What follows belongs to an exercise in optimizing a design on an open flow for small area; a production flow would make more cautious choices. The RTL was checked by simulation tests, not by an equivalence proof against the original design. Power is estimated from default activity; no workload was simulated.

Setup of P:
## pcie_irq
module pcie_irq
(
   input            Clk_i,
   input            Rstn_i,
   input            MsixStructSChipSelect_i,
   input   [13:0]   MsixStructSAddress_i,
   input   [3:0]    MsixStructSByteEnable_i,
   input            MsixStructSRead_i,
   output  [31:0]   MsixStructSReadData_o,
   input            MsixStructSWrite_i,
   input   [31:0]   MsixStructSWriteData_i,
   output           MsixStructSWaitRequest_o,
   output           MsixMWrite_o,
   output  [63:0]   MsixMAddress_o,
   output  [31:0]   MsixMWriteData_o,
   output  [3:0]    MsixMByteEnable_o,
   input            MsixMWaitRequest_i,
   input   [31:0]   Irq_i,
   input   [81:0]   MsiIntfc_i,
   input   [15:0]   MsixIntfc_i,
   output           IntxReq_o,
   input            IrqRead_i,
   output  [31:0]   IrqReadData_o,
  input    [31:0]   MaskWritedata_i,
  input             MaskRead_i,
  input             MaskWrite_i,
  input    [3:0]    MaskByteenable_i,
  output   [31:0]   MaskReaddata_o,
  output            MaskWaitrequest_o
);
For scale: ~3100 cells after synthesis, about 1300 flip-flops, roughly 430 I/O pins, about 0.040 mm^2 of cells after synthesis.
export LEC_CHECK = 0
export CAP_MARGIN = 20
export CORE_MARGIN = 2
export CORE_UTILIZATION = 40
export SLEW_MARGIN = 20
create_clock -name core_clock -period 10.0 [get_ports {Clk_i}]
standard.sh (not shown) runs the stock make flow with config.mk's settings and CLKGATE_MAP_FILE= SYNTH_SCRIPT=/design/flow/synth_recipe.tcl, a recipe that flattens the netlist after the stock synthesis.
==> flow/flow/run.sh <==
#!/bin/bash
set -euo pipefail
export BUFFER_PORTS_ARGS="-buffer_cell sky130_fd_sc_hd__buf_1"
export CTS_ARGS="-sink_clustering_enable -repair_clock_nets -sink_clustering_size 24 -sink_clustering_max_diameter 100 -dont_use_dummy_load"
bash standard.sh > standard_flow.log 2>&1
Input changes introduced in Q (baseline for comparison: P):
- putting PLACE_DENSITY at 0.7 where nothing was set
- swapping 40 for 55 in CORE_UTILIZATION
==> flow/flow/run.sh <==
#!/bin/bash
set -euo pipefail
export BUFFER_PORTS_ARGS="-buffer_cell sky130_fd_sc_hd__buf_1"
export CTS_ARGS="-sink_clustering_enable -repair_clock_nets -sink_clustering_size 10 -sink_clustering_max_diameter 60 -buf_list sky130_fd_sc_hd__clkbuf_4 -dont_use_dummy_load"
bash standard.sh > standard_flow.log 2>&1
[summary]
Q did not stop at any stage, and its layout met the timing, DRC and antenna checks.
Comparing Q with P, the biggest cell delay along the critical path came out essentially unchanged.
Looking at final critical path time including I/O delays and setup across both flows, Q is the stronger of the two, with P trailing.
Summary — x dimension of the die, Q relative to P: lower, by 46 um.
Power dissipated in combinational cells across P and Q: no real change.
Changes in R relative to Q:
- changing CORE_UTILIZATION from 55 to 60
- setting CTS_CLUSTER_DIAMETER to 100 for the first time
- setting CTS_CLUSTER_SIZE to 24 for the first time
- removing PLACE_DENSITY (formerly 0.7)
==> flow/flow/run.sh <==
#!/bin/bash
set -euo pipefail
export BUFFER_PORTS_ARGS="-buffer_cell sky130_fd_sc_hd__buf_1"
bash standard.sh > standard_flow.log 2>&1
--- outcome ---
- R: count of clock-buffer cells in the layout 47 below Q
- On routed metal-1 wirelength, the lower figure sits with Q, not R.
- Of R and Q, Q shows the lower final critical-path share of the clock period, with R above it.
- Cell area reported after detailed placement across R and Q: no real change.
- R ended up with MsixMAddress_o[40] as its end point of the critical path; Q ended up with MsixMAddress_o[15].
- Die area | R < Q
- Taking R over Q, the power ratio works out to 1.05.
- From Q to R, mux share of post-synthesis cell area did not move at all.
- Cmp R and Q / total length of routed wires / higher: Q
- Between R and Q, the difference in non-clock buffer count is negligible.
- Total via count in the routed design delta for R relative to Q: 506 lower
## Diff of input files: S against R
- removing CTS_CLUSTER_SIZE (formerly 24)
- removing CTS_CLUSTER_DIAMETER (formerly 100)
- changing CORE_UTILIZATION from 60 to 40
==> flow/flow/run.sh <==
#!/bin/bash
set -euo pipefail
export BUFFER_PORTS_ARGS="-buffer_cell sky130_fd_sc_hd__buf_1"
export CTS_ARGS="-sink_clustering_enable -repair_clock_nets -sink_clustering_size 10 -sink_clustering_max_diameter 60 -buf_list sky130_fd_sc_hd__clkbuf_4 -dont_use_dummy_load"
bash standard.sh > standard_flow.log 2>&1
### Flow results
S reached the final stage; the timing, DRC and antenna checks on its layout passed. The run with more routed wire is S, not R. Proportion of cell area occupied by multi-input gates: R vs S, no meaningful difference. Insertion delay of the later-clocked pin in the worst-skew pair, S and R, higher one = S. [compare] base=R new=S: die area rose by about 50%, share of the core filled with cells fell by 22 points, wire length of the first global-routing pass rose by 4.0%. Design area across S and R: no real change.
Here is what was changed in the inputs of T compared with S.
- CTS_CLUSTER_DIAMETER now 100, previously not set
- CTS_CLUSTER_SIZE now 24, previously not set
==> flow/flow/run.sh <==
#!/bin/bash
set -euo pipefail
export BUFFER_PORTS_ARGS="-buffer_cell sky130_fd_sc_hd__buf_1"
bash standard.sh > standard_flow.log 2>&1
Taking S as the reference point, the sum of routed wire segments on met1 of T rises by about 0.36%. Summary of T over S: final cycle utilization of the critical path neither gained nor lost much, tightest slew margin relative to the limit lost 2.6 points, synthesized cell count neither gained nor lost much. Compared to S, the router laid down less metal wire for T. S -> T: power increased by a few percent. Between T and S, the proportion of power drawn by the clock network is higher for T. Lower switching power total was reported by S, not T.

## what the ideal ports hide
No port has a modelled driver above. Below, the same layouts with a new extraction and two added sets of constraints.
Step 1 sets driving cells, clkbuf_16 on the clock port and buf_2 on the other inputs (assumed; they add their load-dependent delay and slew).
Step 2, shift: input delay + t, output delay - t, t = (earliest + latest rising clock arrival at the registers) / 2. This alone moves slack from input paths to output paths.
Three values: no drivers, after step 1, after step 2; two values: the first two.
run	t (ns)	setup WS [ns]	worst register clock-pin slew, ns
P	0.721	4.227 / 4.180 / 4.180	0.10 / 0.10
Q	1.046	4.336 / 4.302 / 4.302	0.11 / 0.11
R	0.724	4.194 / 4.169 / 4.169	0.10 / 0.10
S	1.041	4.224 / 4.177 / 4.177	0.11 / 0.11
T	0.739	4.226 / 4.179 / 4.179	0.10 / 0.10
After both steps setup and hold are still met in every run listed.
